From an optimization exercise on the open Yosys and OpenROAD flow, aimed at small area, a short achievable clock period and few clock cycles; shortcuts taken in it are not production practice.
Where RTL was checked, it was by simulation tests only, not by an equivalence proof against the original.
No driver is modelled on the clock port, so clocking that relies on it looks cheaper here than on a real chip.
Power and IR drop assume default switching activity.

==> module sqrt, before the edit <==
module sqrt(
    input  [8:0]  rd_in,     
    input  [1:0]  yb,        
    input  [8:0]  ndiv,      
    input         zero_q,    
    input  [12:0] nrs_in,    
    input  [11:0] f_in,      
    output [8:0]  rd_out,
    output [12:0] nrs_out,
    output        b          
);
wire [9:0] t1 = {rd_in, yb[1]};
wire [9:0] d1;
wire       q1;
radd #(10) s1(.a(t1), .b({1'b1, ndiv}), .ci(1'b1), .s(d1), .co(q1));
wire [8:0] r1 = q1 ? d1[8:0] : t1[8:0];
wire [9:0] t2 = {r1, yb[0]};
wire [9:0] d2;
wire       q2;
radd #(10) s2(.a(t2), .b({1'b1, ndiv}), .ci(1'b1), .s(d2), .co(q2));
assign rd_out = q2 ? d2[8:0] : t2[8:0];
wire [14:0] nts = {nrs_in, ~(q1 & ~zero_q), ~(q2 & ~zero_q)};
wire [14:0] nds;
wire        lt;
radd #(15) s3(.a(nts), .b({1'b0, f_in, 2'b01}), .ci(1'b0), .s(nds), .co(lt));
assign b = ~lt;
assign nrs_out = lt ? nts[12:0] : nds[12:0];
endmodule
==> module top, before the edit <==
module top(
    input clk,
    input rst,
    input [7:0] in_data,
    input in_valid,
    input storage_reset,
    output [11:0] out_data,
    output out_valid,
    output in_rdy,
    output [1:0] err_data,
    output err_valid
);
reg  [7:0]  xq;
reg         vq;
reg         W;          
reg  [24:0] S;
reg  [8:0]  Nb;        
reg  [3:0]  st;         
reg         ov, rdy;
reg  [8:0]  Rd;
reg  [12:0] Rsb;       
reg  [11:0] F;
always @(posedge clk)
    xq <= in_data;
wire [24:0] Sn;
sqacc U1(.s(W ? S : 25'd0), .x(vq ? xq : 8'd0), .sn(Sn));
wire [8:0]  Nbn = (W ? Nb : 9'h1ff) - {8'd0, vq};
wire idle  = (st == 4'd0);
wire rnd   = (st == 4'd13);
wire start = idle & vq & ~in_valid;
wire [3:0] st_next = idle ? {3'd0, start} : (rnd ? 4'd0 : st + 4'd1);
always @(posedge clk or posedge rst) begin
    if (rst) begin
        vq  <= 1'b0;
        W   <= 1'b0;
        st  <= 4'd0;
        ov  <= 1'b0;
        rdy <= 1'b0;
    end else begin
        vq  <= in_valid;
        W   <= ~storage_reset;
        st  <= st_next;
        ov  <= rnd;
        rdy <= ~in_valid & (idle ? ~vq : rnd);    
    end
end
reg [1:0] yb;
always @(*) begin
    case (st)
        4'd1: yb = S[15:14];
        4'd2: yb = S[13:12];
        4'd3: yb = S[11:10];
        4'd4: yb = S[9:8];
        4'd5: yb = S[7:6];
        4'd6: yb = S[5:4];
        4'd7: yb = S[3:2];
        4'd8: yb = S[1:0];
        default: yb = 2'b00;
    endcase
end
wire [8:0]  rd_out;
wire [12:0] nrs_out;
wire        b;
sqrt U0(
    .rd_in  (Rd),
    .yb     (yb),
    .ndiv   (Nb),
    .zero_q (rnd),
    .nrs_in (Rsb),
    .f_in   (F),
    .rd_out (rd_out),
    .nrs_out(nrs_out),
    .b      (b)
);
always @(posedge clk) begin
    S  <= Sn;
    Nb <= Nbn;
    Rd <= idle ? Sn[24:16] : rd_out;
    Rsb <= idle ? 13'h1fff : nrs_out;
    F  <= idle ? 12'd0 : (rnd ? F + {11'd0, b} : {F[10:0], b});
end
assign out_data  = F;
assign out_valid = ov;
assign in_rdy    = rdy;
assign err_data  = 2'b00;
assign err_valid = 1'b0;
endmodule
export LEC_CHECK = 0
export CAP_MARGIN = 20
export CORE_MARGIN = 2
export CORE_UTILIZATION = 40
export SLEW_MARGIN = 20
create_clock -name core_clock -period 100.0 [get_ports {clk}]
standard.sh (not shown) runs the stock make flow with config.mk's settings and CLKGATE_MAP_FILE= SYNTH_SCRIPT=/design/flow/synth_recipe.tcl, a recipe that flattens the netlist after the stock synthesis.
==> flow/flow/run.sh <==
#!/bin/bash
# The standard layout (the standard.sh) with these changes:
#  1. after the standard synthesis, flow/fa_polarity.py flips full-adder
#     cells (all inputs and outputs complemented, same function) to remove
#     inverters, and flow/remap.tcl re-maps the remaining combinational
#     logic for area with ABC's area mapper (flip-flops and full adders kept).
#     A netlist is used only if Yosys proves it equivalent to the standard
#     netlist (flow/equiv.ys); otherwise the previous one is kept;
#  2. plain buf_1 cells as the port buffers;
#  3. a one-level clock tree built by flow/clock_tree.tcl before CTS
#     (4 clkbuf_16, each driving a quarter of the flip-flops) instead of
#     TritonCTS's H-tree.
# Each tool's output goes to its own log file in this folder.
set -u
export FLOW_CLK_CELL=sky130_fd_sc_hd__clkbuf_16
RES=orfs/results/sky130hd/top/base
bash standard.sh synth > synth.log 2>&1 || exit 1
cp $RES/1_2_yosys.v 1_2_yosys.std.v
use=1_2_yosys.std.v
proven() {  # proven NETLIST LOG
  cp "$1" gate.v
  yosys -l "$2" -q flow/equiv.ys > /dev/null 2>&1 && grep -q "Equivalence successfully proven" "$2"
}
if python3 flow/fa_polarity.py --free-logic 1_2_yosys.std.v 1_2_yosys.fa.v > fa_polarity.log 2>&1 &&
   proven 1_2_yosys.fa.v equiv_fa.log; then
  use=1_2_yosys.fa.v
  if yosys -l remap.log -q -c flow/remap.tcl > /dev/null 2>&1 &&
     proven 1_2_yosys.remap.v equiv_remap.log; then
    use=1_2_yosys.remap.v
  fi
fi
echo "netlist used: $use" > netlist_used.log
if [ "$use" != 1_2_yosys.std.v ]; then
  cp $use $RES/1_2_yosys.v
  rm -f $RES/1_synth.odb $RES/1_synth.sdc
fi
bash standard.sh BUFFER_PORTS_ARGS="-buffer_cell sky130_fd_sc_hd__buf_1" \
  PRE_CTS_TCL="$PWD/flow/clock_tree.tcl" finish > standard.log 2>&1
Other scripts of this flow, unchanged in this note and not shown: flow/flow/clock_tree.tcl, flow/flow/equiv.ys, flow/flow/fa_polarity.py, flow/flow/remap.tcl
Testbench counts at the start, summed over its fixed seeds: cycles 9,702.
Rerun with:
--- a/flow/design.v
+++ b/flow/design.v
@@ -22,24 +22,26 @@
     input  [8:0]  ndiv,      
     input         zero_q,    
     input  [12:0] nrs_in,    
     input  [11:0] f_in,      
     output [8:0]  rd_out,
     output [12:0] nrs_out,
+    output [1:0]  q,         
     output        b          
 );
 wire [9:0] t1 = {rd_in, yb[1]};
 wire [9:0] d1;
 wire       q1;
 radd #(10) s1(.a(t1), .b({1'b1, ndiv}), .ci(1'b1), .s(d1), .co(q1));
 wire [8:0] r1 = q1 ? d1[8:0] : t1[8:0];
 wire [9:0] t2 = {r1, yb[0]};
 wire [9:0] d2;
 wire       q2;
 radd #(10) s2(.a(t2), .b({1'b1, ndiv}), .ci(1'b1), .s(d2), .co(q2));
 assign rd_out = q2 ? d2[8:0] : t2[8:0];
+assign q = {q1, q2};
 wire [14:0] nts = {nrs_in, ~(q1 & ~zero_q), ~(q2 & ~zero_q)};
 wire [14:0] nds;
 wire        lt;
 radd #(15) s3(.a(nts), .b({1'b0, f_in, 2'b01}), .ci(1'b0), .s(nds), .co(lt));
 assign b = ~lt;
 assign nrs_out = lt ? nts[12:0] : nds[12:0];
@@ -69,13 +71,13 @@
 always @(posedge clk)
     xq <= in_data;
 wire [24:0] Sn;
 sqacc U1(.s(W ? S : 25'd0), .x(vq ? xq : 8'd0), .sn(Sn));
 wire [8:0]  Nbn = (W ? Nb : 9'h1ff) - {8'd0, vq};
 wire idle  = (st == 4'd0);
-wire rnd   = (st == 4'd13);
+wire rnd   = (st == 4'd12);
 wire start = idle & vq & ~in_valid;
 wire [3:0] st_next = idle ? {3'd0, start} : (rnd ? 4'd0 : st + 4'd1);
 always @(posedge clk or posedge rst) begin
     if (rst) begin
         vq  <= 1'b0;
         W   <= 1'b0;
@@ -90,43 +92,47 @@
         rdy <= ~in_valid & (idle ? ~vq : rnd);    
     end
 end
 reg [1:0] yb;
 always @(*) begin
     case (st)
-        4'd1: yb = S[15:14];
-        4'd2: yb = S[13:12];
-        4'd3: yb = S[11:10];
-        4'd4: yb = S[9:8];
-        4'd5: yb = S[7:6];
-        4'd6: yb = S[5:4];
-        4'd7: yb = S[3:2];
-        4'd8: yb = S[1:0];
+        4'd0: yb = Sn[15:14];
+        4'd1: yb = S[13:12];
+        4'd2: yb = S[11:10];
+        4'd3: yb = S[9:8];
+        4'd4: yb = S[7:6];
+        4'd5: yb = S[5:4];
+        4'd6: yb = S[3:2];
+        4'd7: yb = S[1:0];
         default: yb = 2'b00;
     endcase
 end
 wire [8:0]  rd_out;
 wire [12:0] nrs_out;
+wire [1:0]  q;
 wire        b;
 sqrt U0(
-    .rd_in  (Rd),
+    .rd_in  (idle ? Sn[24:16] : Rd),
     .yb     (yb),
-    .ndiv   (Nb),
+    .ndiv   (Nbn),       
     .zero_q (rnd),
     .nrs_in (Rsb),
     .f_in   (F),
     .rd_out (rd_out),
     .nrs_out(nrs_out),
+    .q      (q),
     .b      (b)
 );
+wire       b0  = q[1] | q[0];
+wire [1:0] rs0 = {q[1] & q[0], q[1] & ~q[0]};    
 always @(posedge clk) begin
     S  <= Sn;
     Nb <= Nbn;
-    Rd <= idle ? Sn[24:16] : rd_out;
-    Rsb <= idle ? 13'h1fff : nrs_out;
-    F  <= idle ? 12'd0 : (rnd ? F + {11'd0, b} : {F[10:0], b});
+    Rd <= rd_out;
+    Rsb <= idle ? {11'h7ff, ~rs0} : nrs_out;
+    F  <= idle ? {11'd0, b0} : (rnd ? F + {11'd0, b} : {F[10:0], b});
 end
 assign out_data  = F;
 assign out_valid = ov;
 assign in_rdy    = rdy;
 assign err_data  = 2'b00;
 assign err_valid = 1'b0;
Via count came out higher by 0.71%. Cell area came out higher by about 1.1%. Global-route usage came out higher by 0.94 points. Core utilization came out higher by 0.28 points. Flip-flop and latch count is unchanged. Die area came out higher by about 0.9%. Routed wire length came out higher by 5.2%. Power came out higher by about 1.8%. Worst setup slack improved by 17 ps.
Function not checked in the second run of this note: the RTL went through the layout flow alone.

[afterwards: timing with drivers on the ports]
In the flow no input, the clock included, has a driving cell. The finished layouts below were timed again as built, in two steps. Step 1 (the two cells are an assumption about what drives the block):
set clk [get_ports {clk}]
set_driving_cell -lib_cell sky130_fd_sc_hd__clkbuf_16 $clk
set_driving_cell -lib_cell sky130_fd_sc_hd__buf_2 [delete_from_list [all_inputs] $clk]
Step 2 times the ports against the registers' clock, not the clock port: input delays grow and output delays shrink by t, the midpoint of the rising clock arrivals with the driver on. a / b / c = no drivers / after step 1 / after step 2; a / b = the first two.
run	t (ns)	setup slack, ns	clock arrival spread, ns	pins driven straight from the clock port
the first run	0.237	79.220 / 79.136 / 79.373	0.011 / 0.012	4
the second run	0.233	79.237 / 79.155 / 79.276	0.010 / 0.010	4
After both steps every run listed still meets setup and hold.
